This is an optimization exercise on Yosys and OpenROAD, whose aim is small area and a short achievable clock period, not a production implementation.
The RTL was checked by simulation tests, not by an equivalence proof against the original design.

## flow/design.v (module list and top-level ports; edited modules follow where they fit)
// module advanced_hybrid_controller_fixed: 211 lines
// module hic_div_a: 447 lines
// module hic_div_b: 322 lines
module advanced_hybrid_controller_fixed (
    input wire clk,
    input wire rst_n,
    input wire start,
    output reg done,
    output reg tile_start,
    input wire tile_done,
    output reg imc_mode,
    output wire simultaneous_rows,
    output wire [63:0] row_mask,
    input wire [15:0] zero_ops_skipped,
    input wire [15:0] total_ops_executed,
    input wire [15:0] imc_energy_savings,
    input wire [7:0] computation_snr,
    output reg dram_cmd_valid,
    output wire [1:0] dram_cmd_type,
    output wire [15:0] dram_cmd_addr,
    output wire [15:0] dram_write_data,
    output wire dram_accumulate_en,
    output wire [3:0] dram_bank_activate,
    output wire dram_simultaneous_access,
    output reg [1:0] precision_mode,
    output wire sparsity_optimize_en,
    output reg adaptive_imc_en,
    output wire [7:0] system_efficiency,
    output reg [15:0] total_energy_saved,
    output reg snr_too_low
);
  // ...
==> flow/run.sh <==
#!/bin/bash
# synth_recipe.tcl (not shown) runs the flow's synth.tcl, then flattens the netlist and writes it again
# the make line also repeats each setting of config.mk as NAME=value (left out here)
make -C /OpenROAD-flow-scripts/flow DESIGN_CONFIG=/design/flow/config.mk WORK_HOME=/design/flow/orfs CLKGATE_MAP_FILE= SYNTH_SCRIPT=/design/flow/synth_recipe.tcl finish
==> flow/config.mk <==
export PLATFORM = sky130hd
export DESIGN_NAME = advanced_hybrid_controller_fixed
export DESIGN_NICKNAME = advanced_hybrid_controller_fixed
export VERILOG_FILES = /design/flow/design.v
export SDC_FILE = /design/flow/constraint.sdc
export NUM_CORES = 4
export LEC_CHECK = 0
export ABC_AREA = 1
export CAP_MARGIN = 20
export CORE_MARGIN = 2
export CORE_UTILIZATION = 65
export SLEW_MARGIN = 20
==> flow/constraint.sdc <==
create_clock -name core_clock -period 130.0 [get_ports {clk}]
set_input_delay 26.0000 -clock core_clock [delete_from_list [all_inputs] [get_ports {clk}]]
set_output_delay 26.0000 -clock core_clock [all_outputs]
set_load 0.01 [all_outputs]
==> impl_metrics.tcl, run 1 <==
set metrics [dict create \
    seq_share_pct 20.0 \
    clock-root-buffer "clkbuf_16" \
    drv_slew 0 \
    synthToLayoutAreaGrowth_pct 12.8 \
    die_w_um 148 \
    largest_reg_flops 19 \
    yosysUniqueCellTypes 57 \
    via_count 10800 \
    drive_above_1_share_pct 5.58 \
    inverters 276 \
    synth_cells 1716 \
    hold_buffers 0 \
    slowest_stage "fa_1" \
    status "complete, no violations" \
    post_cts_buffers 0 \
    critical-path-max-stage-delay_ns 0.68 \
    largest_cell_class "multi-input gates" \
    nNetsFinal 2111 \
    groute.layer.met1.usage_pct 35.5 \
    cts_tree "built" \
    crit_type "in2reg" \
    crit_start "zero_ops_skipped[4]" \
    r2r_slack_ns 117.70 \
    synth_flop_cell "dfxtp_1" \
    antenna_found_initial 0 \
]
==> module hic_div_a, before the edit <==
module hic_div_a (input wire [15:0] a, input wire [15:0] b,
                  output wire [16:0] d, output wire [23:0] rem,
                  output wire [2:0] qh);
    wire [15:0] ag0 = a & b;
    wire [15:0] ap0 = a ^ b;
    wire AG0_0_1 = ag0[1] | (ap0[1] & ag0[0]);
    wire AP0_0_1 = ap0[1] & ap0[0];
    wire AG0_0_3 = ag0[3] | (ap0[3] & ag0[2]);
    wire AP0_0_3 = ap0[3] & ap0[2];
    wire AG0_0_5 = ag0[5] | (ap0[5] & ag0[4]);
    wire AP0_0_5 = ap0[5] & ap0[4];
    wire AG0_0_7 = ag0[7] | (ap0[7] & ag0[6]);
    wire AP0_0_7 = ap0[7] & ap0[6];
    wire AG0_0_9 = ag0[9] | (ap0[9] & ag0[8]);
    wire AP0_0_9 = ap0[9] & ap0[8];
    wire AG0_0_11 = ag0[11] | (ap0[11] & ag0[10]);
    wire AP0_0_11 = ap0[11] & ap0[10];
    wire AG0_0_13 = ag0[13] | (ap0[13] & ag0[12]);
    wire AP0_0_13 = ap0[13] & ap0[12];
    wire AG0_0_15 = ag0[15] | (ap0[15] & ag0[14]);
    wire AP0_0_15 = ap0[15] & ap0[14];
    wire AG0_1_2 = ag0[2] | (ap0[2] & AG0_0_1);
    wire AP0_1_2 = ap0[2] & AP0_0_1;
    wire AG0_1_3 = AG0_0_3 | (AP0_0_3 & AG0_0_1);
    wire AP0_1_3 = AP0_0_3 & AP0_0_1;
    wire AG0_1_6 = ag0[6] | (ap0[6] & AG0_0_5);
    wire AP0_1_6 = ap0[6] & AP0_0_5;
    wire AG0_1_7 = AG0_0_7 | (AP0_0_7 & AG0_0_5);
    wire AP0_1_7 = AP0_0_7 & AP0_0_5;
    wire AG0_1_10 = ag0[10] | (ap0[10] & AG0_0_9);
    wire AP0_1_10 = ap0[10] & AP0_0_9;
    wire AG0_1_11 = AG0_0_11 | (AP0_0_11 & AG0_0_9);
    wire AP0_1_11 = AP0_0_11 & AP0_0_9;
    wire AG0_1_14 = ag0[14] | (ap0[14] & AG0_0_13);
    wire AP0_1_14 = ap0[14] & AP0_0_13;
    wire AG0_1_15 = AG0_0_15 | (AP0_0_15 & AG0_0_13);
    wire AP0_1_15 = AP0_0_15 & AP0_0_13;
    wire AG0_2_4 = ag0[4] | (ap0[4] & AG0_1_3);
    wire AP0_2_4 = ap0[4] & AP0_1_3;
    wire AG0_2_5 = AG0_0_5 | (AP0_0_5 & AG0_1_3);
    wire AP0_2_5 = AP0_0_5 & AP0_1_3;
    wire AG0_2_6 = AG0_1_6 | (AP0_1_6 & AG0_1_3);
    wire AP0_2_6 = AP0_1_6 & AP0_1_3;
    wire AG0_2_7 = AG0_1_7 | (AP0_1_7 & AG0_1_3);
    wire AP0_2_7 = AP0_1_7 & AP0_1_3;
    wire AG0_2_12 = ag0[12] | (ap0[12] & AG0_1_11);
    wire AP0_2_12 = ap0[12] & AP0_1_11;
    wire AG0_2_13 = AG0_0_13 | (AP0_0_13 & AG0_1_11);
    wire AP0_2_13 = AP0_0_13 & AP0_1_11;
    wire AG0_2_14 = AG0_1_14 | (AP0_1_14 & AG0_1_11);
    wire AP0_2_14 = AP0_1_14 & AP0_1_11;
    wire AG0_2_15 = AG0_1_15 | (AP0_1_15 & AG0_1_11);
    wire AP0_2_15 = AP0_1_15 & AP0_1_11;
    wire AG0_3_8 = ag0[8] | (ap0[8] & AG0_2_7);
    wire AP0_3_8 = ap0[8] & AP0_2_7;
    wire AG0_3_9 = AG0_0_9 | (AP0_0_9 & AG0_2_7);
    wire AP0_3_9 = AP0_0_9 & AP0_2_7;
    wire AG0_3_10 = AG0_1_10 | (AP0_1_10 & AG0_2_7);
    wire AP0_3_10 = AP0_1_10 & AP0_2_7;
    wire AG0_3_11 = AG0_1_11 | (AP0_1_11 & AG0_2_7);
    wire AP0_3_11 = AP0_1_11 & AP0_2_7;
    wire AG0_3_12 = AG0_2_12 | (AP0_2_12 & AG0_2_7);
    wire AP0_3_12 = AP0_2_12 & AP0_2_7;
    wire AG0_3_13 = AG0_2_13 | (AP0_2_13 & AG0_2_7);
    wire AP0_3_13 = AP0_2_13 & AP0_2_7;
    wire AG0_3_14 = AG0_2_14 | (AP0_2_14 & AG0_2_7);
    wire AP0_3_14 = AP0_2_14 & AP0_2_7;
    wire AG0_3_15 = AG0_2_15 | (AP0_2_15 & AG0_2_7);
    wire AP0_3_15 = AP0_2_15 & AP0_2_7;
    wire [16:0] ac0;
    assign ac0[0] = 1'b0;
    assign ac0[1] = ag0[0];
    assign ac0[2] = AG0_0_1;
    assign ac0[3] = AG0_1_2;
    assign ac0[4] = AG0_1_3;
    assign ac0[5] = AG0_2_4;
    assign ac0[6] = AG0_2_5;
    assign ac0[7] = AG0_2_6;
    assign ac0[8] = AG0_2_7;
    assign ac0[9] = AG0_3_8;
    assign ac0[10] = AG0_3_9;
    assign ac0[11] = AG0_3_10;
    assign ac0[12] = AG0_3_11;
    assign ac0[13] = AG0_3_12;
    assign ac0[14] = AG0_3_13;
    assign ac0[15] = AG0_3_14;
    assign ac0[16] = AG0_3_15;
    assign d = {ac0[16], ap0 ^ ac0[15:0]};
    wire [20:0] m0 = {a, 4'd0};
    wire [20:0] m1 = {1'b0, a, 3'd0};
    wire [20:0] m2 = {5'd0, a};
    wire [20:0] ms = m0 ^ m1 ^ m2;
    wire [20:0] mc = {(m0[19:0] & m1[19:0]) | (m0[19:0] & m2[19:0]) | (m1[19:0] & m2[19:0]), 1'b0};
    wire [21:0] n25;
    wire [20:0] ag1 = ms & mc;
    wire [20:0] ap1 = ms ^ mc;
    wire AG1_0_1 = ag1[1] | (ap1[1] & ag1[0]);
    wire AP1_0_1 = ap1[1] & ap1[0];
    wire AG1_0_3 = ag1[3] | (ap1[3] & ag1[2]);
    wire AP1_0_3 = ap1[3] & ap1[2];
    wire AG1_0_5 = ag1[5] | (ap1[5] & ag1[4]);
    wire AP1_0_5 = ap1[5] & ap1[4];
    wire AG1_0_7 = ag1[7] | (ap1[7] & ag1[6]);
    wire AP1_0_7 = ap1[7] & ap1[6];
    wire AG1_0_9 = ag1[9] | (ap1[9] & ag1[8]);
    wire AP1_0_9 = ap1[9] & ap1[8];
    wire AG1_0_11 = ag1[11] | (ap1[11] & ag1[10]);
    wire AP1_0_11 = ap1[11] & ap1[10];
    wire AG1_0_13 = ag1[13] | (ap1[13] & ag1[12]);
    wire AP1_0_13 = ap1[13] & ap1[12];
    wire AG1_0_15 = ag1[15] | (ap1[15] & ag1[14]);
    wire AP1_0_15 = ap1[15] & ap1[14];
    wire AG1_0_17 = ag1[17] | (ap1[17] & ag1[16]);
    wire AP1_0_17 = ap1[17] & ap1[16];
    wire AG1_0_19 = ag1[19] | (ap1[19] & ag1[18]);
    wire AP1_0_19 = ap1[19] & ap1[18];
    wire AG1_1_2 = ag1[2] | (ap1[2] & AG1_0_1);
    wire AP1_1_2 = ap1[2] & AP1_0_1;
    wire AG1_1_3 = AG1_0_3 | (AP1_0_3 & AG1_0_1);
    wire AP1_1_3 = AP1_0_3 & AP1_0_1;
    wire AG1_1_6 = ag1[6] | (ap1[6] & AG1_0_5);
    wire AP1_1_6 = ap1[6] & AP1_0_5;
    wire AG1_1_7 = AG1_0_7 | (AP1_0_7 & AG1_0_5);
    wire AP1_1_7 = AP1_0_7 & AP1_0_5;
    wire AG1_1_10 = ag1[10] | (ap1[10] & AG1_0_9);
    wire AP1_1_10 = ap1[10] & AP1_0_9;
    wire AG1_1_11 = AG1_0_11 | (AP1_0_11 & AG1_0_9);
    wire AP1_1_11 = AP1_0_11 & AP1_0_9;
    wire AG1_1_14 = ag1[14] | (ap1[14] & AG1_0_13);
    wire AP1_1_14 = ap1[14] & AP1_0_13;
    wire AG1_1_15 = AG1_0_15 | (AP1_0_15 & AG1_0_13);
    wire AP1_1_15 = AP1_0_15 & AP1_0_13;
    wire AG1_1_18 = ag1[18] | (ap1[18] & AG1_0_17);
    wire AP1_1_18 = ap1[18] & AP1_0_17;
    wire AG1_1_19 = AG1_0_19 | (AP1_0_19 & AG1_0_17);
    wire AP1_1_19 = AP1_0_19 & AP1_0_17;
    wire AG1_2_4 = ag1[4] | (ap1[4] & AG1_1_3);
    wire AP1_2_4 = ap1[4] & AP1_1_3;
    wire AG1_2_5 = AG1_0_5 | (AP1_0_5 & AG1_1_3);
    wire AP1_2_5 = AP1_0_5 & AP1_1_3;
    wire AG1_2_6 = AG1_1_6 | (AP1_1_6 & AG1_1_3);
    wire AP1_2_6 = AP1_1_6 & AP1_1_3;
    wire AG1_2_7 = AG1_1_7 | (AP1_1_7 & AG1_1_3);
    wire AP1_2_7 = AP1_1_7 & AP1_1_3;
    wire AG1_2_12 = ag1[12] | (ap1[12] & AG1_1_11);
    wire AP1_2_12 = ap1[12] & AP1_1_11;
    wire AG1_2_13 = AG1_0_13 | (AP1_0_13 & AG1_1_11);
    wire AP1_2_13 = AP1_0_13 & AP1_1_11;
    wire AG1_2_14 = AG1_1_14 | (AP1_1_14 & AG1_1_11);
    wire AP1_2_14 = AP1_1_14 & AP1_1_11;
    wire AG1_2_15 = AG1_1_15 | (AP1_1_15 & AG1_1_11);
    wire AP1_2_15 = AP1_1_15 & AP1_1_11;
    wire AG1_2_20 = ag1[20] | (ap1[20] & AG1_1_19);
    wire AP1_2_20 = ap1[20] & AP1_1_19;
    wire AG1_3_8 = ag1[8] | (ap1[8] & AG1_2_7);
    wire AP1_3_8 = ap1[8] & AP1_2_7;
    wire AG1_3_9 = AG1_0_9 | (AP1_0_9 & AG1_2_7);
    wire AP1_3_9 = AP1_0_9 & AP1_2_7;
    wire AG1_3_10 = AG1_1_10 | (AP1_1_10 & AG1_2_7);
    wire AP1_3_10 = AP1_1_10 & AP1_2_7;
    wire AG1_3_11 = AG1_1_11 | (AP1_1_11 & AG1_2_7);
    wire AP1_3_11 = AP1_1_11 & AP1_2_7;
    wire AG1_3_12 = AG1_2_12 | (AP1_2_12 & AG1_2_7);
    wire AP1_3_12 = AP1_2_12 & AP1_2_7;
    wire AG1_3_13 = AG1_2_13 | (AP1_2_13 & AG1_2_7);
    wire AP1_3_13 = AP1_2_13 & AP1_2_7;
    wire AG1_3_14 = AG1_2_14 | (AP1_2_14 & AG1_2_7);
    wire AP1_3_14 = AP1_2_14 & AP1_2_7;
    wire AG1_3_15 = AG1_2_15 | (AP1_2_15 & AG1_2_7);
    wire AP1_3_15 = AP1_2_15 & AP1_2_7;
    wire AG1_4_16 = ag1[16] | (ap1[16] & AG1_3_15);
    wire AP1_4_16 = ap1[16] & AP1_3_15;
    wire AG1_4_17 = AG1_0_17 | (AP1_0_17 & AG1_3_15);
    wire AP1_4_17 = AP1_0_17 & AP1_3_15;
    wire AG1_4_18 = AG1_1_18 | (AP1_1_18 & AG1_3_15);
    wire AP1_4_18 = AP1_1_18 & AP1_3_15;
    wire AG1_4_19 = AG1_1_19 | (AP1_1_19 & AG1_3_15);
    wire AP1_4_19 = AP1_1_19 & AP1_3_15;
    wire AG1_4_20 = AG1_2_20 | (AP1_2_20 & AG1_3_15);
    wire AP1_4_20 = AP1_2_20 & AP1_3_15;
    wire [21:0] ac1;
    assign ac1[0] = 1'b0;
    assign ac1[1] = ag1[0];
    assign ac1[2] = AG1_0_1;
    assign ac1[3] = AG1_1_2;
    assign ac1[4] = AG1_1_3;
    assign ac1[5] = AG1_2_4;
    assign ac1[6] = AG1_2_5;
    assign ac1[7] = AG1_2_6;
    assign ac1[8] = AG1_2_7;
    assign ac1[9] = AG1_3_8;
    assign ac1[10] = AG1_3_9;
    assign ac1[11] = AG1_3_10;
    assign ac1[12] = AG1_3_11;
    assign ac1[13] = AG1_3_12;
    assign ac1[14] = AG1_3_13;
    assign ac1[15] = AG1_3_14;
    assign ac1[16] = AG1_3_15;
    assign ac1[17] = AG1_4_16;
    assign ac1[18] = AG1_4_17;
    assign ac1[19] = AG1_4_18;
    assign ac1[20] = AG1_4_19;
    assign ac1[21] = AG1_4_20;
    assign n25 = {ac1[21], ap1 ^ ac1[20:0]};
    wire [23:0] r7 = {n25[20:0], 2'b00};
    wire [17:0] x6 = r7[23:6];
    wire [17:0] y6 = {1'b0, d};
    wire [17:0] g6 = x6 & ~y6;
    wire [17:0] p6 = ~(x6 ^ y6);
    wire G6_0_1 = g6[1] | (p6[1] & (g6[0] | p6[0]));
    wire G6_0_3 = g6[3] | (p6[3] & g6[2]);
    wire P6_0_3 = p6[3] & p6[2];
    wire G6_0_5 = g6[5] | (p6[5] & g6[4]);
    wire P6_0_5 = p6[5] & p6[4];
    wire G6_0_7 = g6[7] | (p6[7] & g6[6]);
    wire P6_0_7 = p6[7] & p6[6];
    wire G6_0_9 = g6[9] | (p6[9] & g6[8]);
    wire P6_0_9 = p6[9] & p6[8];
    wire G6_0_11 = g6[11] | (p6[11] & g6[10]);
    wire P6_0_11 = p6[11] & p6[10];
    wire G6_0_13 = g6[13] | (p6[13] & g6[12]);
    wire P6_0_13 = p6[13] & p6[12];
    wire G6_0_15 = g6[15] | (p6[15] & g6[14]);
    wire P6_0_15 = p6[15] & p6[14];
    wire G6_0_17 = g6[17] | (p6[17] & g6[16]);
    wire P6_0_17 = p6[17] & p6[16];
    wire G6_1_2 = g6[2] | (p6[2] & G6_0_1);
    wire G6_1_3 = G6_0_3 | (P6_0_3 & G6_0_1);
    wire G6_1_6 = g6[6] | (p6[6] & G6_0_5);
    wire P6_1_6 = p6[6] & P6_0_5;
    wire G6_1_7 = G6_0_7 | (P6_0_7 & G6_0_5);
    wire P6_1_7 = P6_0_7 & P6_0_5;
    wire G6_1_10 = g6[10] | (p6[10] & G6_0_9);
    wire P6_1_10 = p6[10] & P6_0_9;
    wire G6_1_11 = G6_0_11 | (P6_0_11 & G6_0_9);
    wire P6_1_11 = P6_0_11 & P6_0_9;
    wire G6_1_14 = g6[14] | (p6[14] & G6_0_13);
    wire P6_1_14 = p6[14] & P6_0_13;
    wire G6_1_15 = G6_0_15 | (P6_0_15 & G6_0_13);
    wire P6_1_15 = P6_0_15 & P6_0_13;
    wire G6_2_4 = g6[4] | (p6[4] & G6_1_3);
    wire G6_2_5 = G6_0_5 | (P6_0_5 & G6_1_3);
    wire G6_2_6 = G6_1_6 | (P6_1_6 & G6_1_3);
    wire G6_2_7 = G6_1_7 | (P6_1_7 & G6_1_3);
    wire G6_2_12 = g6[12] | (p6[12] & G6_1_11);
    wire P6_2_12 = p6[12] & P6_1_11;
    wire G6_2_13 = G6_0_13 | (P6_0_13 & G6_1_11);
    wire P6_2_13 = P6_0_13 & P6_1_11;
    wire G6_2_14 = G6_1_14 | (P6_1_14 & G6_1_11);
    wire P6_2_14 = P6_1_14 & P6_1_11;
    wire G6_2_15 = G6_1_15 | (P6_1_15 & G6_1_11);
    wire P6_2_15 = P6_1_15 & P6_1_11;
    wire G6_3_8 = g6[8] | (p6[8] & G6_2_7);
    wire G6_3_9 = G6_0_9 | (P6_0_9 & G6_2_7);
    wire G6_3_10 = G6_1_10 | (P6_1_10 & G6_2_7);
    wire G6_3_11 = G6_1_11 | (P6_1_11 & G6_2_7);
    wire G6_3_12 = G6_2_12 | (P6_2_12 & G6_2_7);
    wire G6_3_13 = G6_2_13 | (P6_2_13 & G6_2_7);
    wire G6_3_14 = G6_2_14 | (P6_2_14 & G6_2_7);
    wire G6_3_15 = G6_2_15 | (P6_2_15 & G6_2_7);
    wire G6_4_16 = g6[16] | (p6[16] & G6_3_15);
    wire G6_4_17 = G6_0_17 | (P6_0_17 & G6_3_15);
    wire [18:0] c6;
    assign c6[0] = 1'b1;
    assign c6[1] = (g6[0] | p6[0]);
    assign c6[2] = G6_0_1;
    assign c6[3] = G6_1_2;
    assign c6[4] = G6_1_3;
    assign c6[5] = G6_2_4;
    assign c6[6] = G6_2_5;
    assign c6[7] = G6_2_6;
    assign c6[8] = G6_2_7;
    assign c6[9] = G6_3_8;
    assign c6[10] = G6_3_9;
    assign c6[11] = G6_3_10;
    assign c6[12] = G6_3_11;
    assign c6[13] = G6_3_12;
    assign c6[14] = G6_3_13;
    assign c6[15] = G6_3_14;
    assign c6[16] = G6_3_15;
    assign c6[17] = G6_4_16;
    assign c6[18] = G6_4_17;
    assign qh[2] = c6[18];
    wire [17:0] s6 = p6 ^ c6[17:0];
    wire [23:0] r6 = {(qh[2] ? s6 : x6), r7[5:0]};
    wire [17:0] x5 = r6[22:5];
    wire [17:0] y5 = {1'b0, d};
    wire [17:0] g5 = x5 & ~y5;
    wire [17:0] p5 = ~(x5 ^ y5);
    wire G5_0_1 = g5[1] | (p5[1] & (g5[0] | p5[0]));
    wire G5_0_3 = g5[3] | (p5[3] & g5[2]);
    wire P5_0_3 = p5[3] & p5[2];
    wire G5_0_5 = g5[5] | (p5[5] & g5[4]);
    wire P5_0_5 = p5[5] & p5[4];
    wire G5_0_7 = g5[7] | (p5[7] & g5[6]);
    wire P5_0_7 = p5[7] & p5[6];
    wire G5_0_9 = g5[9] | (p5[9] & g5[8]);
    wire P5_0_9 = p5[9] & p5[8];
    wire G5_0_11 = g5[11] | (p5[11] & g5[10]);
    wire P5_0_11 = p5[11] & p5[10];
    wire G5_0_13 = g5[13] | (p5[13] & g5[12]);
    wire P5_0_13 = p5[13] & p5[12];
    wire G5_0_15 = g5[15] | (p5[15] & g5[14]);
    wire P5_0_15 = p5[15] & p5[14];
    wire G5_0_17 = g5[17] | (p5[17] & g5[16]);
    wire P5_0_17 = p5[17] & p5[16];
    wire G5_1_2 = g5[2] | (p5[2] & G5_0_1);
    wire G5_1_3 = G5_0_3 | (P5_0_3 & G5_0_1);
    wire G5_1_6 = g5[6] | (p5[6] & G5_0_5);
    wire P5_1_6 = p5[6] & P5_0_5;
    wire G5_1_7 = G5_0_7 | (P5_0_7 & G5_0_5);
    wire P5_1_7 = P5_0_7 & P5_0_5;
    wire G5_1_10 = g5[10] | (p5[10] & G5_0_9);
    wire P5_1_10 = p5[10] & P5_0_9;
    wire G5_1_11 = G5_0_11 | (P5_0_11 & G5_0_9);
    wire P5_1_11 = P5_0_11 & P5_0_9;
    wire G5_1_14 = g5[14] | (p5[14] & G5_0_13);
    wire P5_1_14 = p5[14] & P5_0_13;
    wire G5_1_15 = G5_0_15 | (P5_0_15 & G5_0_13);
    wire P5_1_15 = P5_0_15 & P5_0_13;
    wire G5_2_4 = g5[4] | (p5[4] & G5_1_3);
    wire G5_2_5 = G5_0_5 | (P5_0_5 & G5_1_3);
    wire G5_2_6 = G5_1_6 | (P5_1_6 & G5_1_3);
    wire G5_2_7 = G5_1_7 | (P5_1_7 & G5_1_3);
    wire G5_2_12 = g5[12] | (p5[12] & G5_1_11);
    wire P5_2_12 = p5[12] & P5_1_11;
    wire G5_2_13 = G5_0_13 | (P5_0_13 & G5_1_11);
    wire P5_2_13 = P5_0_13 & P5_1_11;
    wire G5_2_14 = G5_1_14 | (P5_1_14 & G5_1_11);
    wire P5_2_14 = P5_1_14 & P5_1_11;
    wire G5_2_15 = G5_1_15 | (P5_1_15 & G5_1_11);
    wire P5_2_15 = P5_1_15 & P5_1_11;
    wire G5_3_8 = g5[8] | (p5[8] & G5_2_7);
    wire G5_3_9 = G5_0_9 | (P5_0_9 & G5_2_7);
    wire G5_3_10 = G5_1_10 | (P5_1_10 & G5_2_7);
    wire G5_3_11 = G5_1_11 | (P5_1_11 & G5_2_7);
    wire G5_3_12 = G5_2_12 | (P5_2_12 & G5_2_7);
    wire G5_3_13 = G5_2_13 | (P5_2_13 & G5_2_7);
    wire G5_3_14 = G5_2_14 | (P5_2_14 & G5_2_7);
    wire G5_3_15 = G5_2_15 | (P5_2_15 & G5_2_7);
    wire G5_4_16 = g5[16] | (p5[16] & G5_3_15);
    wire G5_4_17 = G5_0_17 | (P5_0_17 & G5_3_15);
    wire [18:0] c5;
    assign c5[0] = 1'b1;
    assign c5[1] = (g5[0] | p5[0]);
    assign c5[2] = G5_0_1;
    assign c5[3] = G5_1_2;
    assign c5[4] = G5_1_3;
    assign c5[5] = G5_2_4;
    assign c5[6] = G5_2_5;
    assign c5[7] = G5_2_6;
    assign c5[8] = G5_2_7;
    assign c5[9] = G5_3_8;
    assign c5[10] = G5_3_9;
    assign c5[11] = G5_3_10;
    assign c5[12] = G5_3_11;
    assign c5[13] = G5_3_12;
    assign c5[14] = G5_3_13;
    assign c5[15] = G5_3_14;
    assign c5[16] = G5_3_15;
    assign c5[17] = G5_4_16;
    assign c5[18] = G5_4_17;
    assign qh[1] = c5[18];
    wire [17:0] s5 = p5 ^ c5[17:0];
    wire [23:0] r5 = {r6[23:23], (qh[1] ? s5 : x5), r6[4:0]};
    wire [17:0] x4 = r5[21:4];
    wire [17:0] y4 = {1'b0, d};
    wire [17:0] g4 = x4 & ~y4;
    wire [17:0] p4 = ~(x4 ^ y4);
    wire G4_0_1 = g4[1] | (p4[1] & (g4[0] | p4[0]));
    wire G4_0_3 = g4[3] | (p4[3] & g4[2]);
    wire P4_0_3 = p4[3] & p4[2];
    wire G4_0_5 = g4[5] | (p4[5] & g4[4]);
    wire P4_0_5 = p4[5] & p4[4];
    wire G4_0_7 = g4[7] | (p4[7] & g4[6]);
    wire P4_0_7 = p4[7] & p4[6];
    wire G4_0_9 = g4[9] | (p4[9] & g4[8]);
    wire P4_0_9 = p4[9] & p4[8];
    wire G4_0_11 = g4[11] | (p4[11] & g4[10]);
    wire P4_0_11 = p4[11] & p4[10];
    wire G4_0_13 = g4[13] | (p4[13] & g4[12]);
    wire P4_0_13 = p4[13] & p4[12];
    wire G4_0_15 = g4[15] | (p4[15] & g4[14]);
    wire P4_0_15 = p4[15] & p4[14];
    wire G4_0_17 = g4[17] | (p4[17] & g4[16]);
    wire P4_0_17 = p4[17] & p4[16];
    wire G4_1_2 = g4[2] | (p4[2] & G4_0_1);
    wire G4_1_3 = G4_0_3 | (P4_0_3 & G4_0_1);
    wire G4_1_6 = g4[6] | (p4[6] & G4_0_5);
    wire P4_1_6 = p4[6] & P4_0_5;
    wire G4_1_7 = G4_0_7 | (P4_0_7 & G4_0_5);
    wire P4_1_7 = P4_0_7 & P4_0_5;
    wire G4_1_10 = g4[10] | (p4[10] & G4_0_9);
    wire P4_1_10 = p4[10] & P4_0_9;
    wire G4_1_11 = G4_0_11 | (P4_0_11 & G4_0_9);
    wire P4_1_11 = P4_0_11 & P4_0_9;
    wire G4_1_14 = g4[14] | (p4[14] & G4_0_13);
    wire P4_1_14 = p4[14] & P4_0_13;
    wire G4_1_15 = G4_0_15 | (P4_0_15 & G4_0_13);
    wire P4_1_15 = P4_0_15 & P4_0_13;
    wire G4_2_4 = g4[4] | (p4[4] & G4_1_3);
    wire G4_2_5 = G4_0_5 | (P4_0_5 & G4_1_3);
    wire G4_2_6 = G4_1_6 | (P4_1_6 & G4_1_3);
    wire G4_2_7 = G4_1_7 | (P4_1_7 & G4_1_3);
    wire G4_2_12 = g4[12] | (p4[12] & G4_1_11);
    wire P4_2_12 = p4[12] & P4_1_11;
    wire G4_2_13 = G4_0_13 | (P4_0_13 & G4_1_11);
    wire P4_2_13 = P4_0_13 & P4_1_11;
    wire G4_2_14 = G4_1_14 | (P4_1_14 & G4_1_11);
    wire P4_2_14 = P4_1_14 & P4_1_11;
    wire G4_2_15 = G4_1_15 | (P4_1_15 & G4_1_11);
    wire P4_2_15 = P4_1_15 & P4_1_11;
    wire G4_3_8 = g4[8] | (p4[8] & G4_2_7);
    wire G4_3_9 = G4_0_9 | (P4_0_9 & G4_2_7);
    wire G4_3_10 = G4_1_10 | (P4_1_10 & G4_2_7);
    wire G4_3_11 = G4_1_11 | (P4_1_11 & G4_2_7);
    wire G4_3_12 = G4_2_12 | (P4_2_12 & G4_2_7);
    wire G4_3_13 = G4_2_13 | (P4_2_13 & G4_2_7);
    wire G4_3_14 = G4_2_14 | (P4_2_14 & G4_2_7);
    wire G4_3_15 = G4_2_15 | (P4_2_15 & G4_2_7);
    wire G4_4_16 = g4[16] | (p4[16] & G4_3_15);
    wire G4_4_17 = G4_0_17 | (P4_0_17 & G4_3_15);
    wire [18:0] c4;
    assign c4[0] = 1'b1;
    assign c4[1] = (g4[0] | p4[0]);
    assign c4[2] = G4_0_1;
    assign c4[3] = G4_1_2;
    assign c4[4] = G4_1_3;
    assign c4[5] = G4_2_4;
    assign c4[6] = G4_2_5;
    assign c4[7] = G4_2_6;
    assign c4[8] = G4_2_7;
    assign c4[9] = G4_3_8;
    assign c4[10] = G4_3_9;
    assign c4[11] = G4_3_10;
    assign c4[12] = G4_3_11;
    assign c4[13] = G4_3_12;
    assign c4[14] = G4_3_13;
    assign c4[15] = G4_3_14;
    assign c4[16] = G4_3_15;
    assign c4[17] = G4_4_16;
    assign c4[18] = G4_4_17;
    assign qh[0] = c4[18];
    wire [17:0] s4 = p4 ^ c4[17:0];
    wire [23:0] r4 = {r5[23:22], (qh[0] ? s4 : x4), r5[3:0]};
    assign rem = r4;
endmodule
==> inputs of run 2 (changes only) <==
--- a/flow/design.v
+++ b/flow/design.v
@@ -415,84 +415,164 @@
     assign n25 = {ac1[21], ap1 ^ ac1[20:0]};
     wire [23:0] r7 = {n25[20:0], 2'b00};
-    wire [17:0] x6 = r7[23:6];
-    wire [17:0] y6 = {1'b0, d};
-    wire [17:0] g6 = x6 & ~y6;
-    wire [17:0] p6 = ~(x6 ^ y6);
-    wire G6_0_1 = g6[1] | (p6[1] & (g6[0] | p6[0]));
-    wire G6_0_3 = g6[3] | (p6[3] & g6[2]);
-    wire P6_0_3 = p6[3] & p6[2];
-    wire G6_0_5 = g6[5] | (p6[5] & g6[4]);
-    wire P6_0_5 = p6[5] & p6[4];
-    wire G6_0_7 = g6[7] | (p6[7] & g6[6]);
-    wire P6_0_7 = p6[7] & p6[6];
-    wire G6_0_9 = g6[9] | (p6[9] & g6[8]);
-    wire P6_0_9 = p6[9] & p6[8];
-    wire G6_0_11 = g6[11] | (p6[11] & g6[10]);
-    wire P6_0_11 = p6[11] & p6[10];
-    wire G6_0_13 = g6[13] | (p6[13] & g6[12]);
-    wire P6_0_13 = p6[13] & p6[12];
-    wire G6_0_15 = g6[15] | (p6[15] & g6[14]);
-    wire P6_0_15 = p6[15] & p6[14];
-    wire G6_0_17 = g6[17] | (p6[17] & g6[16]);
-    wire P6_0_17 = p6[17] & p6[16];
-    wire G6_1_2 = g6[2] | (p6[2] & G6_0_1);
-    wire G6_1_3 = G6_0_3 | (P6_0_3 & G6_0_1);
-    wire G6_1_6 = g6[6] | (p6[6] & G6_0_5);
-    wire P6_1_6 = p6[6] & P6_0_5;
-    wire G6_1_7 = G6_0_7 | (P6_0_7 & G6_0_5);
-    wire P6_1_7 = P6_0_7 & P6_0_5;
-    wire G6_1_10 = g6[10] | (p6[10] & G6_0_9);
-    wire P6_1_10 = p6[10] & P6_0_9;
-    wire G6_1_11 = G6_0_11 | (P6_0_11 & G6_0_9);
-    wire P6_1_11 = P6_0_11 & P6_0_9;
-    wire G6_1_14 = g6[14] | (p6[14] & G6_0_13);
-    wire P6_1_14 = p6[14] & P6_0_13;
-    wire G6_1_15 = G6_0_15 | (P6_0_15 & G6_0_13);
-    wire P6_1_15 = P6_0_15 & P6_0_13;
-    wire G6_2_4 = g6[4] | (p6[4] & G6_1_3);
-    wire G6_2_5 = G6_0_5 | (P6_0_5 & G6_1_3);
-    wire G6_2_6 = G6_1_6 | (P6_1_6 & G6_1_3);
-    wire G6_2_7 = G6_1_7 | (P6_1_7 & G6_1_3);
-    wire G6_2_12 = g6[12] | (p6[12] & G6_1_11);
-    wire P6_2_12 = p6[12] & P6_1_11;
-    wire G6_2_13 = G6_0_13 | (P6_0_13 & G6_1_11);
-    wire P6_2_13 = P6_0_13 & P6_1_11;
-    wire G6_2_14 = G6_1_14 | (P6_1_14 & G6_1_11);
-    wire P6_2_14 = P6_1_14 & P6_1_11;
-    wire G6_2_15 = G6_1_15 | (P6_1_15 & G6_1_11);
-    wire P6_2_15 = P6_1_15 & P6_1_11;
-    wire G6_3_8 = g6[8] | (p6[8] & G6_2_7);
-    wire G6_3_9 = G6_0_9 | (P6_0_9 & G6_2_7);
-    wire G6_3_10 = G6_1_10 | (P6_1_10 & G6_2_7);
-    wire G6_3_11 = G6_1_11 | (P6_1_11 & G6_2_7);
-    wire G6_3_12 = G6_2_12 | (P6_2_12 & G6_2_7);
-    wire G6_3_13 = G6_2_13 | (P6_2_13 & G6_2_7);
-    wire G6_3_14 = G6_2_14 | (P6_2_14 & G6_2_7);
-    wire G6_3_15 = G6_2_15 | (P6_2_15 & G6_2_7);
-    wire G6_4_16 = g6[16] | (p6[16] & G6_3_15);
-    wire G6_4_17 = G6_0_17 | (P6_0_17 & G6_3_15);
-    wire [18:0] c6;
-    assign c6[0] = 1'b1;
-    assign c6[1] = (g6[0] | p6[0]);
-    assign c6[2] = G6_0_1;
-    assign c6[3] = G6_1_2;
-    assign c6[4] = G6_1_3;
-    assign c6[5] = G6_2_4;
-    assign c6[6] = G6_2_5;
-    assign c6[7] = G6_2_6;
-    assign c6[8] = G6_2_7;
-    assign c6[9] = G6_3_8;
-    assign c6[10] = G6_3_9;
-    assign c6[11] = G6_3_10;
-    assign c6[12] = G6_3_11;
-    assign c6[13] = G6_3_12;
-    assign c6[14] = G6_3_13;
-    assign c6[15] = G6_3_14;
-    assign c6[16] = G6_3_15;
-    assign c6[17] = G6_4_16;
-    assign c6[18] = G6_4_17;
-    assign qh[2] = c6[18];
-    wire [17:0] s6 = p6 ^ c6[17:0];
-    wire [23:0] r6 = {(qh[2] ? s6 : x6), r7[5:0]};
+    wire [26:0] t0 = {6'd0, a, 5'd0};
+    wire [26:0] t1 = {9'd0, a, 2'd0};
+    wire [26:0] t2 = ~{5'd0, b, 6'd0};
+    wire [26:0] ts = t0 ^ t1 ^ t2;
+    wire [26:0] tc = {(t0[25:0] & t1[25:0]) | (t0[25:0] & t2[25:0]) | (t1[25:0] & t2[25:0]), 1'b0};
+    wire [27:0] t6;
+    wire [26:0] ag2 = ts & tc;
+    wire [26:0] ap2 = ts ^ tc;
+    wire AG2_0_1 = ag2[1] | (ap2[1] & (ag2[0] | ap2[0]));
+    wire AP2_0_1 = ap2[1] & ap2[0];
+    wire AG2_0_3 = ag2[3] | (ap2[3] & ag2[2]);
+    wire AP2_0_3 = ap2[3] & ap2[2];
+    wire AG2_0_5 = ag2[5] | (ap2[5] & ag2[4]);
+    wire AP2_0_5 = ap2[5] & ap2[4];
+    wire AG2_0_7 = ag2[7] | (ap2[7] & ag2[6]);
+    wire AP2_0_7 = ap2[7] & ap2[6];
+    wire AG2_0_9 = ag2[9] | (ap2[9] & ag2[8]);
+    wire AP2_0_9 = ap2[9] & ap2[8];
+    wire AG2_0_11 = ag2[11] | (ap2[11] & ag2[10]);
+    wire AP2_0_11 = ap2[11] & ap2[10];
+    wire AG2_0_13 = ag2[13] | (ap2[13] & ag2[12]);
+    wire AP2_0_13 = ap2[13] & ap2[12];
+    wire AG2_0_15 = ag2[15] | (ap2[15] & ag2[14]);
+    wire AP2_0_15 = ap2[15] & ap2[14];
+    wire AG2_0_17 = ag2[17] | (ap2[17] & ag2[16]);
+    wire AP2_0_17 = ap2[17] & ap2[16];
+    wire AG2_0_19 = ag2[19] | (ap2[19] & ag2[18]);
+    wire AP2_0_19 = ap2[19] & ap2[18];
+    wire AG2_0_21 = ag2[21] | (ap2[21] & ag2[20]);
+    wire AP2_0_21 = ap2[21] & ap2[20];
+    wire AG2_0_23 = ag2[23] | (ap2[23] & ag2[22]);
+    wire AP2_0_23 = ap2[23] & ap2[22];
+    wire AG2_0_25 = ag2[25] | (ap2[25] & ag2[24]);
+    wire AP2_0_25 = ap2[25] & ap2[24];
+    wire AG2_1_2 = ag2[2] | (ap2[2] & AG2_0_1);
+    wire AP2_1_2 = ap2[2] & AP2_0_1;
+    wire AG2_1_3 = AG2_0_3 | (AP2_0_3 & AG2_0_1);
+    wire AP2_1_3 = AP2_0_3 & AP2_0_1;
+    wire AG2_1_6 = ag2[6] | (ap2[6] & AG2_0_5);
+    wire AP2_1_6 = ap2[6] & AP2_0_5;
+    wire AG2_1_7 = AG2_0_7 | (AP2_0_7 & AG2_0_5);
+    wire AP2_1_7 = AP2_0_7 & AP2_0_5;
+    wire AG2_1_10 = ag2[10] | (ap2[10] & AG2_0_9);
+    wire AP2_1_10 = ap2[10] & AP2_0_9;
+    wire AG2_1_11 = AG2_0_11 | (AP2_0_11 & AG2_0_9);
+    wire AP2_1_11 = AP2_0_11 & AP2_0_9;
+    wire AG2_1_14 = ag2[14] | (ap2[14] & AG2_0_13);
+    wire AP2_1_14 = ap2[14] & AP2_0_13;
+    wire AG2_1_15 = AG2_0_15 | (AP2_0_15 & AG2_0_13);
+    wire AP2_1_15 = AP2_0_15 & AP2_0_13;
+    wire AG2_1_18 = ag2[18] | (ap2[18] & AG2_0_17);
+    wire AP2_1_18 = ap2[18] & AP2_0_17;
+    wire AG2_1_19 = AG2_0_19 | (AP2_0_19 & AG2_0_17);
+    wire AP2_1_19 = AP2_0_19 & AP2_0_17;
+    wire AG2_1_22 = ag2[22] | (ap2[22] & AG2_0_21);
+    wire AP2_1_22 = ap2[22] & AP2_0_21;
+    wire AG2_1_23 = AG2_0_23 | (AP2_0_23 & AG2_0_21);
+    wire AP2_1_23 = AP2_0_23 & AP2_0_21;
+    wire AG2_1_26 = ag2[26] | (ap2[26] & AG2_0_25);
+    wire AP2_1_26 = ap2[26] & AP2_0_25;
+    wire AG2_2_4 = ag2[4] | (ap2[4] & AG2_1_3);
+    wire AP2_2_4 = ap2[4] & AP2_1_3;
+    wire AG2_2_5 = AG2_0_5 | (AP2_0_5 & AG2_1_3);
+    wire AP2_2_5 = AP2_0_5 & AP2_1_3;
+    wire AG2_2_6 = AG2_1_6 | (AP2_1_6 & AG2_1_3);
+    wire AP2_2_6 = AP2_1_6 & AP2_1_3;
+    wire AG2_2_7 = AG2_1_7 | (AP2_1_7 & AG2_1_3);
+    wire AP2_2_7 = AP2_1_7 & AP2_1_3;
+    wire AG2_2_12 = ag2[12] | (ap2[12] & AG2_1_11);
+    wire AP2_2_12 = ap2[12] & AP2_1_11;
+    wire AG2_2_13 = AG2_0_13 | (AP2_0_13 & AG2_1_11);
+    wire AP2_2_13 = AP2_0_13 & AP2_1_11;
+    wire AG2_2_14 = AG2_1_14 | (AP2_1_14 & AG2_1_11);
+    wire AP2_2_14 = AP2_1_14 & AP2_1_11;
+    wire AG2_2_15 = AG2_1_15 | (AP2_1_15 & AG2_1_11);
+    wire AP2_2_15 = AP2_1_15 & AP2_1_11;
+    wire AG2_2_20 = ag2[20] | (ap2[20] & AG2_1_19);
+    wire AP2_2_20 = ap2[20] & AP2_1_19;
+    wire AG2_2_21 = AG2_0_21 | (AP2_0_21 & AG2_1_19);
+    wire AP2_2_21 = AP2_0_21 & AP2_1_19;
+    wire AG2_2_22 = AG2_1_22 | (AP2_1_22 & AG2_1_19);
+    wire AP2_2_22 = AP2_1_22 & AP2_1_19;
+    wire AG2_2_23 = AG2_1_23 | (AP2_1_23 & AG2_1_19);
+    wire AP2_2_23 = AP2_1_23 & AP2_1_19;
+    wire AG2_3_8 = ag2[8] | (ap2[8] & AG2_2_7);
+    wire AP2_3_8 = ap2[8] & AP2_2_7;
+    wire AG2_3_9 = AG2_0_9 | (AP2_0_9 & AG2_2_7);
+    wire AP2_3_9 = AP2_0_9 & AP2_2_7;
+    wire AG2_3_10 = AG2_1_10 | (AP2_1_10 & AG2_2_7);
+    wire AP2_3_10 = AP2_1_10 & AP2_2_7;
+    wire AG2_3_11 = AG2_1_11 | (AP2_1_11 & AG2_2_7);
+    wire AP2_3_11 = AP2_1_11 & AP2_2_7;
+    wire AG2_3_12 = AG2_2_12 | (AP2_2_12 & AG2_2_7);
+    wire AP2_3_12 = AP2_2_12 & AP2_2_7;
+    wire AG2_3_13 = AG2_2_13 | (AP2_2_13 & AG2_2_7);
+    wire AP2_3_13 = AP2_2_13 & AP2_2_7;
+    wire AG2_3_14 = AG2_2_14 | (AP2_2_14 & AG2_2_7);
+    wire AP2_3_14 = AP2_2_14 & AP2_2_7;
+    wire AG2_3_15 = AG2_2_15 | (AP2_2_15 & AG2_2_7);
+    wire AP2_3_15 = AP2_2_15 & AP2_2_7;
+    wire AG2_3_24 = ag2[24] | (ap2[24] & AG2_2_23);
+    wire AP2_3_24 = ap2[24] & AP2_2_23;
+    wire AG2_3_25 = AG2_0_25 | (AP2_0_25 & AG2_2_23);
+    wire AP2_3_25 = AP2_0_25 & AP2_2_23;
+    wire AG2_3_26 = AG2_1_26 | (AP2_1_26 & AG2_2_23);
+    wire AP2_3_26 = AP2_1_26 & AP2_2_23;
+    wire AG2_4_16 = ag2[16] | (ap2[16] & AG2_3_15);
+    wire AP2_4_16 = ap2[16] & AP2_3_15;
+    wire AG2_4_17 = AG2_0_17 | (AP2_0_17 & AG2_3_15);
+    wire AP2_4_17 = AP2_0_17 & AP2_3_15;
+    wire AG2_4_18 = AG2_1_18 | (AP2_1_18 & AG2_3_15);
+    wire AP2_4_18 = AP2_1_18 & AP2_3_15;
+    wire AG2_4_19 = AG2_1_19 | (AP2_1_19 & AG2_3_15);
+    wire AP2_4_19 = AP2_1_19 & AP2_3_15;
+    wire AG2_4_20 = AG2_2_20 | (AP2_2_20 & AG2_3_15);
+    wire AP2_4_20 = AP2_2_20 & AP2_3_15;
+    wire AG2_4_21 = AG2_2_21 | (AP2_2_21 & AG2_3_15);
+    wire AP2_4_21 = AP2_2_21 & AP2_3_15;
+    wire AG2_4_22 = AG2_2_22 | (AP2_2_22 & AG2_3_15);
+    wire AP2_4_22 = AP2_2_22 & AP2_3_15;
+    wire AG2_4_23 = AG2_2_23 | (AP2_2_23 & AG2_3_15);
+    wire AP2_4_23 = AP2_2_23 & AP2_3_15;
+    wire AG2_4_24 = AG2_3_24 | (AP2_3_24 & AG2_3_15);
+    wire AP2_4_24 = AP2_3_24 & AP2_3_15;
+    wire AG2_4_25 = AG2_3_25 | (AP2_3_25 & AG2_3_15);
+    wire AP2_4_25 = AP2_3_25 & AP2_3_15;
+    wire AG2_4_26 = AG2_3_26 | (AP2_3_26 & AG2_3_15);
+    wire AP2_4_26 = AP2_3_26 & AP2_3_15;
+    wire [27:0] ac2;
+    assign ac2[0] = 1'b1;
+    assign ac2[1] = (ag2[0] | ap2[0]);
+    assign ac2[2] = AG2_0_1;
+    assign ac2[3] = AG2_1_2;
+    assign ac2[4] = AG2_1_3;
+    assign ac2[5] = AG2_2_4;
+    assign ac2[6] = AG2_2_5;
+    assign ac2[7] = AG2_2_6;
+    assign ac2[8] = AG2_2_7;
+    assign ac2[9] = AG2_3_8;
+    assign ac2[10] = AG2_3_9;
+    assign ac2[11] = AG2_3_10;
+    assign ac2[12] = AG2_3_11;
+    assign ac2[13] = AG2_3_12;
+    assign ac2[14] = AG2_3_13;
+    assign ac2[15] = AG2_3_14;
+    assign ac2[16] = AG2_3_15;
+    assign ac2[17] = AG2_4_16;
+    assign ac2[18] = AG2_4_17;
+    assign ac2[19] = AG2_4_18;
+    assign ac2[20] = AG2_4_19;
+    assign ac2[21] = AG2_4_20;
+    assign ac2[22] = AG2_4_21;
+    assign ac2[23] = AG2_4_22;
+    assign ac2[24] = AG2_4_23;
+    assign ac2[25] = AG2_4_24;
+    assign ac2[26] = AG2_4_25;
+    assign ac2[27] = AG2_4_26;
+    assign t6 = {ac2[27], ap2 ^ ac2[26:0]};
+    assign qh[2] = ~t6[26];
+    wire [23:0] r6 = qh[2] ? t6[23:0] : r7;
     wire [17:0] x5 = r6[22:5];
     wire [17:0] y5 = {1'b0, d};
==> run 2 against run 1 <==
Compared with the run above: cell count up 1.3%; sequential cell count did not move; sequential share of layout area is 0.55 points lower; largest cell class unchanged; global-route usage down 0.43 points; hold slack got worse by 0.0089 ns; die area rose by 2.6%; via count grew 0.45%; still clean on timing, DRC and antenna.
==> impl_metrics.tcl, run 2 <==
set metrics [dict create \
    die_w_um 150 \
    drc_errors 0 \
    synthTopCellsByArea "ha_1 (15%), fa_1 (15%), nand2_1 (9.5%)" \
    n_fill_cell 1592 \
    top_regs "p_rem x19, p_d x17" \
    clock-root-buffer "clkbuf_16" \
    wl_mm 29.8 \
    status "complete, no violations" \
    multi_input_area_um2 8910 \
    io_pins 198 \
    worst_setup_path_end_kind "output pin" \
    dr.first_iter.drc_count 426 \
    dp_slack_ns 94.32 \
    synthToLayoutAreaGrowth_pct 12.9 \
    grt-ovfl-total 0 \
    antenna_cells 0 \
    nNetsFinal 2150 \
    finalCritPeriodShare_pct 27.6 \
    clk_latency_ns 0.44 \
    vias_per_cell 5.16 \
    timing.critical_path.buf_inv 8 \
    arrival_ns 9.93 \
    cp-start-kind "register" \
    start_util_pct 66.1 \
    cts_max_level 4 \
    largest_reg_flops 19 \
    clockBufferDepth 2 \
    synth.largest_area_cell "ha_1" \
    required_ns 104.00 \
    wire_per_inst_um 14.1 \
    cts_resized 0 \
    cts_sinks 124 \
    async_flop_share_pct 33.1 \
    setup_viol 0 \
    yosysWarningCount 1 \
    layout_common_cells "nand2_1 (350), inv_1 (291), ha_1 (167)" \
    grt_pass1_vias 10900 \
    grt_max_degree 42 \
    yosysMostFrequentCell "nand2_1" \
    slew_headroom_pct 23.6 \
    grt_pass1_wl_mm 50.3 \
    grt_usage_pct 27.9 \
    seq_area_frac_synth_pct 22.0 \
    crit_family "simple AND/OR/NAND/NOR gates" \
    crit_type "reg2out" \
    synth_flop_cell "dfxtp_1" \
    via_count 10900 \
    synth_cells 1738 \
    die_h_um 150 \
    path_max_fanout 32 \
    rows 53 \
    rsz0062_at_grt "no" \
    min_path_type "reg2reg" \
    cts_tree "built" \
    die_area_um2 22600 \
    synth_edf_count 36 \
    gp_congestion 0.925 \
    yosysUniqueCellTypes 51 \
    hold_buffers 0 \
    layout_commonest_cell "nand2_1" \
    postRouteAntennaNets 0 \
    drt_pass1_iterations 5 \
    cts_buffers 17 \
    fmax_mhz 27.8 \
    critical-path-max-stage-delay_ns 0.58 \
    worst_slack_ns 94.07 \
    post-route-min-period_ns 35.93 \
    setup-tns-final_ns 0 \
    hold_viol 0 \
    port_buffers 162 \
    maxCapViolCount 0 \
    dp_hpwl_mm 24.3 \
    regMostFlops "p_rem" \
    slowest_stage "inv_1" \
    ys_ff_latch 124 \
    post_cts_buffers 0 \
    yosysTopAreaCellShare_pct 15.0 \
    clk_pin_slew_ns 0.06 \
    synth_area_um2 13900 \
    crit_top_cell "nand2_1" \
    drive_above_1_share_pct 5.34 \
    syn_avg_cell_area_um2 7.99 \
    core-area_um2 21000 \
    drv_slew 0 \
    worst_pin_slew_ns 1.13 \
    regArea_um2 3050 \
    antenna_found_initial 0 \
    synth_common_cells "nand2_1 (350), inv_1 (292), ha_1 (167)" \
    clock_skew_ns 0.0168 \
]
## run 2: changes by cell type in the layout (fill, tap and decap cells not counted), moves of 6 or more
cell     previous run  this run
nand2_1           414       350
or2_2              31        38
nand2_2            12         2
inv_1             271       291
a21o_1              7        15
xnor2_1            39        33
o21ai_0            91       113
o21ai_1            12        21
fa_1               93       102
ha_1              160       167
nand3_1            40        48
## run 2: worst paths after layout
kind                            cells past startpoint             from  slack [ns]                    to
worst max-delay path                               45           p_d[4]       94.07  system_efficiency[0]
worst min-delay path                                2  adaptive_imc_en        0.45       adaptive_imc_en
worst max register to register                     54         state[1]      119.64              p_rem[5]
worst min register to register                      2  adaptive_imc_en        0.45       adaptive_imc_en
max in group asynchronous                           1            rst_n      103.70                eff[4]
min in group asynchronous                           1            rst_n       25.70        dram_cmd_valid
## run 2: area by class of cell
type,count,area share [%]
multi-input cells,1213,56.8
flip-flops and latches,124,19.4
repair buffers,167,10.7
inverters,298,7.13
clock buffers,18,2.74
well taps,275,2.19
clock inverters,14,1.04
## run 2: worst min-delay path, stage by stage, from the launching register on
cell and delay (ns):
dfstp_2 0.37, inv_1 0.04, a31oi_1 0.03
## run 2: cells by family after synthesis
kind of cell / after synthesis / synth area share (%)
simple gates: 566 / 17.6
buf+inv: 434 / 14.8
fa+ha+maj: 269 / 29.7
mux: 3 / 0.216
flops: 124 / 22.0
xor+xnor: 80 / 5.04
other cells: 2 / 0.0541
compound gates: 260 / 10.6
## run 2: routing by layer
layer  global-route usage (%)  share of wire, %  vias to the layer above
li1                         -                 -                     5568
met1                     35.8                44                     5038
met2                     48.9                50                      232
met3                     3.58               3.6                       41
met4                     9.39               2.4                        0
met5                        0                 0                        -
## run 2: through the flow
| step | utilization [%] | hold slack (ns) | cell area (µm²) | std cells |
|---|---|---|---|---|
| after floorplan | - | 0.453 | 14000 | 1771 |
| after global placement | 71.7 | 0.443 | 15100 | 2076 |
| after detailed placement | 71.7 | 0.439 | 15100 | 2076 |
| after CTS | 74.5 | 0.449 | 15700 | 2108 |
| after global routing | 74.6 | 0.465 | 15700 | 2109 |
| final | 74.6 | 0.447 | 15700 | 2109 |
==> inputs of run 3 (changes only) <==
==> flow/flow/run.sh (new file) <==
#!/bin/bash
# The standard layout, with the port buffers made from the smallest plain
# buffer (sky130_fd_sc_hd__buf_1) instead of the delay cell buffer_ports
# picks on its own. Every input and output port still gets its buffer.
set -euo pipefail
export BUFFER_PORTS_ARGS="-buffer_cell sky130_fd_sc_hd__buf_1"
bash standard.sh > standard_flow.log 2>&1
==> flow/standard.sh (new file) <==
#!/bin/bash
# synth_recipe.tcl (not shown) runs the flow's synth.tcl, then flattens the netlist and writes it again
# the make line also repeats each setting of config.mk as NAME=value (left out here)
make -C /OpenROAD-flow-scripts/flow DESIGN_CONFIG=/design/flow/config.mk WORK_HOME=/design/flow/orfs CLKGATE_MAP_FILE= SYNTH_SCRIPT=/design/flow/synth_recipe.tcl "${@:-finish}"
removed: flow/run.sh
==> run 3 against run 2 <==
Compared with the run above: still clean on timing, DRC and antenna; worst setup slack better by 0.28 ns; synthesized cell count unchanged; core utilization down 4.9 points; register-to-register slack better by 0.17 ns; design area down 6.5%; clock skew up 0.0018 ns; wire length down 3.9%; cell count unchanged; first-iteration DRC count down 0.23%; critical path depth up 4; sequential share of layout area up 1.4 points; largest cell class unchanged.
==> impl_metrics.tcl, run 3 <==
set metrics [dict create \
    grt-ovfl-total 0 \
    grt_usage_pct 27.0 \
    io_pins 198 \
    hold_slack_ns 0.458 \
    yosysWarningCount 1 \
    clock-root-buffer "clkbuf_16" \
    vias_per_cell 5.14 \
    grt_pass1_wl_mm 49.0 \
    placed_cells 2077 \
    finalCritPeriodShare_pct 27.4 \
    wire_per_inst_um 13.6 \
    grt_max_degree 42 \
    cts_tree "built" \
    setup_viol 0 \
    die_w_um 150 \
    drv_slew 0 \
    cts_buffers 17 \
    rows 53 \
    clk_pin_slew_ns 0.06 \
    cp-start-kind "register" \
    worst_pin_slew_ns 1.12 \
    cts_max_level 4 \
    synth_flop_cell "dfxtp_1" \
    synthToLayoutAreaGrowth_pct 5.58 \
    seq_area_frac_synth_pct 22.0 \
    worst_setup_path_end_kind "output pin" \
    dp_hpwl_mm 23.6 \
    ys_ff_latch 124 \
    synthTopCellsByArea "ha_1 (15%), fa_1 (15%), nand2_1 (9.5%)" \
    dr.first_iter.drc_count 425 \
    stdcell_count 2109 \
    gp_congestion 0.869 \
    crit_type "reg2out" \
    post-route-min-period_ns 35.66 \
    drt_pass1_iterations 6 \
    rsz0062_at_grt "no" \
    status "complete, no violations" \
    clockBufferDepth 2 \
    port_buffers 162 \
    top_regs "p_rem x19, p_d x17" \
    grt_pass1_vias 10700 \
    synth_common_cells "nand2_1 (350), inv_1 (292), ha_1 (167)" \
    required_ns 104.00 \
    syn_avg_cell_area_um2 7.99 \
    clock_skew_ns 0.0186 \
    layout_commonest_cell "nand2_1" \
    final_util_pct 69.8 \
    synth_edf_count 36 \
    hold_viol 0 \
    crit_top_cell "nand2_1" \
    start_util_pct 66.1 \
    largest_reg_flops 19 \
    yosysUniqueCellTypes 51 \
    critical-path-max-stage-delay_ns 0.61 \
    arrival_ns 9.66 \
    core-area_um2 21000 \
    setup-tns-final_ns 0 \
    synth_area_um2 13900 \
    cts_resized 0 \
    clk_latency_ns 0.43 \
    post_cts_buffers 0 \
    synth_cells 1738 \
    cts_sinks 124 \
    maxCapViolCount 0 \
    wl_mm 28.6 \
    drc_errors 0 \
    fmax_mhz 28.0 \
    path_max_fanout 32 \
    crit_family "simple AND/OR/NAND/NOR gates" \
    regMostFlops "p_rem" \
    nNetsFinal 2150 \
    die_area_um2 22600 \
    die_h_um 150 \
    postRouteAntennaNets 0 \
    antenna_cells 0 \
    antenna_found_initial 0 \
    drive_above_1_share_pct 5.40 \
    yosysTopAreaCellShare_pct 15.0 \
    layout_common_cells "nand2_1 (350), inv_1 (292), ha_1 (167)" \
    synth.largest_area_cell "ha_1" \
    timing.critical_path.buf_inv 8 \
    yosysMostFrequentCell "nand2_1" \
    via_count 10800 \
    hold_buffers 0 \
    min_path_type "reg2reg" \
    slowest_stage "inv_1" \
    async_flop_share_pct 33.1 \
    slew_headroom_pct 24.7 \
]
==> run 3: worst paths after layout <==
| check | start | to | slack (ns) | cells after the start |
|---|---|---|---|---|
| worst max-delay path | p_d[4] | system_efficiency[0] | 94.34 | 49 |
| worst min-delay path | adaptive_imc_en | adaptive_imc_en | 0.46 | 2 |
| worst max register to register | state[1] | p_rem[5] | 119.81 | 54 |
| worst min register to register | adaptive_imc_en | adaptive_imc_en | 0.46 | 2 |
| max in group asynchronous | rst_n | show_new | 103.69 | 1 |
| min in group asynchronous | rst_n | cmd_type0 | 25.72 | 1 |
==> run 3: logic make-up (layout without fill, tap and decap cells) <==
group	count (synthesis)	after routing	share of synthesized area (%)
buf+inv	434	497	14.8
compound gates	260	260	10.6
fa+ha+maj	269	269	29.7
flops	124	124	22.0
xor+xnor	80	80	5.04
other cells	2	35	0.0541
simple gates	566	566	17.6
mux	3	3	0.216
==> run 3: area by class of cell <==
cell class	count	area (µm²)
Multi-Input combinational cell	1213	8910
Fill cell	1800	6360
Sequential cell	124	3050
Inverter	298	1120
Timing Repair Buffer	167	647
Clock buffer	18	450
Tap cell	275	344
Clock inverter	14	145
==> run 3: layer usage <==
metal | wire length (µm) | part of all wire [%] | track usage, % | vias up
met5 | 0 | 0 | 0 | -
met4 | 598 | 2.1 | 8.07 | 0
met3 | 904 | 3.2 | 3.18 | 37
met2 | 13800 | 48 | 46.8 | 219
met1 | 13300 | 46 | 35.6 | 5029
li1 | - | - | - | 5546
==> run 3: through the flow <==
stage	worst slack [ns]	instance area [µm²]
after CTS	94.33	14700
after global placement	94.78	14100
after global routing	93.06	14700
after floorplan	96.53	14000
final	94.34	14700
after detailed placement	94.69	14100
==> run 3: worst min-delay path, stage by stage, from the launching register on <==
cell and delay [ns]:
dfstp_2 0.38, inv_1 0.05, a31oi_1 0.03
==> inputs of run 4 (changes only) <==
--- a/flow/config.mk
+++ b/flow/config.mk
@@ -9,4 +9,5 @@
 export CAP_MARGIN = 20
 export CORE_MARGIN = 2
-export CORE_UTILIZATION = 65
+export CORE_UTILIZATION = 80
+export CTS_BUF_LIST = sky130_fd_sc_hd__clkbuf_8
 export SLEW_MARGIN = 20
==> run 4 against run 3 <==
Compared with the run above: wire length increased by 7.4%; non-clock buffer count decreased by 1; sequential cell count unchanged; still clean; register-to-register slack got worse by 0.38 ns; critical path depth increased by 2; synthesized cell count unchanged; worst setup slack got worse by 0.13 ns; critical endpoint unchanged; cell count decreased by 2.4%; core utilization increased by 14 points.
==> impl_metrics.tcl, run 4 <==
set metrics [dict create \
    rows 48 \
    grt_pass1_vias 11200 \
    grt_usage_pct 34.8 \
    status "complete, no violations" \
    postPlaceCellArea_um2 14000 \
    dp_hpwl_mm 24.4 \
    antenna_found_initial 0 \
    clock_skew_ns 0.0180 \
    clockBufferDepth 2 \
    postRouteAntennaNets 0 \
    required_ns 104.00 \
    drv_slew 0 \
    yosysUniqueCellTypes 51 \
    antenna_cells 0 \
    slowest_stage "inv_1" \
    synthTopCellsByArea "ha_1 (15%), fa_1 (15%), nand2_1 (9.5%)" \
    port_buffers 162 \
    top_regs "p_rem x19, p_d x17" \
    clk_pin_slew_ns 0.08 \
    fmax_mhz 27.9 \
    maxCapViolCount 0 \
    layout_common_cells "nand2_1 (350), inv_1 (292), ha_1 (167)" \
    io_pins 198 \
    setup-tns-final_ns 0 \
    wl_mm 30.7 \
    setup_viol 0 \
    dr.first_iter.drc_count 736 \
    core-area_um2 17100 \
    post_cts_buffers 0 \
    hold_buffers 0 \
    vias_per_cell 5.58 \
    synth_flop_cell "dfxtp_1" \
    synth_area_um2 13900 \
    synth_cells 1738 \
    grt_pass1_wl_mm 51.0 \
    regMostFlops "p_rem" \
    worst_setup_path_end_kind "output pin" \
    cp-start-kind "register" \
    yosysMostFrequentCell "nand2_1" \
    gp_congestion 0.907 \
    crit_type "reg2out" \
    placed_cells 2026 \
    rsz0062_at_grt "no" \
    wire_per_inst_um 14.9 \
    min_path_type "reg2reg" \
    dp_slack_ns 94.55 \
    clk_latency_ns 0.45 \
    drt_pass1_iterations 5 \
    crit_top_cell "nand2_1" \
    arrival_ns 9.79 \
    die_area_um2 18400 \
    drc_errors 0 \
    ys_ff_latch 124 \
    grt_max_degree 42 \
    post-route-min-period_ns 35.79 \
    yosysWarningCount 1 \
    synth_edf_count 36 \
    syn_avg_cell_area_um2 7.99 \
    worst_slack_ns 94.21 \
    layout_commonest_cell "nand2_1" \
    yosysTopAreaCellShare_pct 15.0 \
    grt-ovfl-total 0 \
    largest_reg_flops 19 \
    synth.largest_area_cell "ha_1" \
    slew_headroom_pct 22.0 \
    hold_viol 0 \
    cts_tree "built" \
    cts_buffers 17 \
    synthToLayoutAreaGrowth_pct 3.73 \
    stdcell_count 2058 \
    clock-root-buffer "clkbuf_8" \
    hold_slack_ns 0.455 \
    seq_area_frac_synth_pct 22.0 \
    cts_max_level 4 \
    worst_pin_slew_ns 1.16 \
    cts_resized 0 \
    via_count 11500 \
    die_h_um 136 \
    drive_above_1_share_pct 5.35 \
    async_flop_share_pct 33.1 \
    nNetsFinal 2149 \
    die_w_um 136 \
    finalCritPeriodShare_pct 27.5 \
    start_util_pct 81.2 \
    synth_common_cells "nand2_1 (350), inv_1 (292), ha_1 (167)" \
    fin_area_um2 14400 \
    critical-path-max-stage-delay_ns 0.63 \
    path_max_fanout 32 \
    final_util_pct 84.2 \
    cts_sinks 124 \
]
run 4: kinds of logic after synthesis:
group           synth area share [%]
mux                            0.216
flops                           22.0
fa+ha+maj                       29.7
other cells                   0.0541
simple gates                    17.6
xor+xnor                        5.04
compound gates                  10.6
buf+inv                         14.8
run 4: path summary, 6_finish.rpt:
path	startpoint	endpoint	slack, ns	cells after the start
min reg2reg	adaptive_imc_en	adaptive_imc_en	0.46	2
max reg2reg	state[1]	p_rem[5]	119.43	53
min in group asynchronous	rst_n	acc_en	25.69	1
min	adaptive_imc_en	adaptive_imc_en	0.46	2
max in group asynchronous	rst_n	eff[1]	103.72	1
max	p_d[2]	system_efficiency[0]	94.21	51
run 4: metal layers:
layer | track usage (%) | up-vias | part of all wire, %
met5 | 0 | - | 0
met4 | 13.9 | 0 | 3.1
met3 | 4.04 | 63 | 5.0
met2 | 62.3 | 420 | 51
met1 | 42.8 | 5451 | 41
li1 | - | 5552 | -
run 4: critical path, delay by kind of cell, from the launching register on:
family                   cells  cell delay [ns]
AND/OR/NAND/NOR             29             3.69
buffers and inverters        9             2.10
AO/OA/AOI/OAI                9             1.56
adder cells (fa/ha/maj)      4             1.53
flip-flops                   1             0.42
run 4: layout make-up:
cell class | count | area, µm²
well taps | 225 | 282
fillers | 1078 | 2710
clock inverters | 15 | 175
flip-flops and latches | 124 | 3050
clock buffers | 17 | 234
multi-input cells | 1213 | 8910
inverters | 298 | 1120
repair buffers | 166 | 639

-- port drivers added, routing unchanged --
In the flow no input, the clock included, has a driving cell. The finished layouts below were timed again as built, in two steps. Step 1 (the two cells are an assumption about what drives the block):
set clk [get_ports {clk}]
set_driving_cell -lib_cell sky130_fd_sc_hd__clkbuf_16 $clk
set_driving_cell -lib_cell sky130_fd_sc_hd__buf_2 [delete_from_list [all_inputs] $clk]
Step 2 moves the port delays by t, midway between the first and last clock arrival at a register: inputs arrive t later, outputs are due t later. That takes back most of the time a late clock gives input paths. a / b / c = ideal / step 1 / step 2; a / b = the first two.
run	t (ns)	slack for setup (ns)	worst register clock-pin slew, ns	worst data-port slew with drivers (ns)	cell pins on the clock port's net
run 1	0.472	92.968 / 92.995 / 92.523	0.06 / 0.06	0.06	1
run 2	0.477	94.067 / 94.017 / 94.322	0.07 / 0.07	0.05	1
run 3	0.468	94.344 / 94.294 / 94.748	0.07 / 0.07	0.06	1
run 4	0.486	94.210 / 94.164 / 94.407	0.10 / 0.10	0.05	1
After both steps every run listed still meets setup and hold. The setup slack of run 1, which loses most, moves by +0.027 ns with the drivers and by -0.445 ns with both steps.
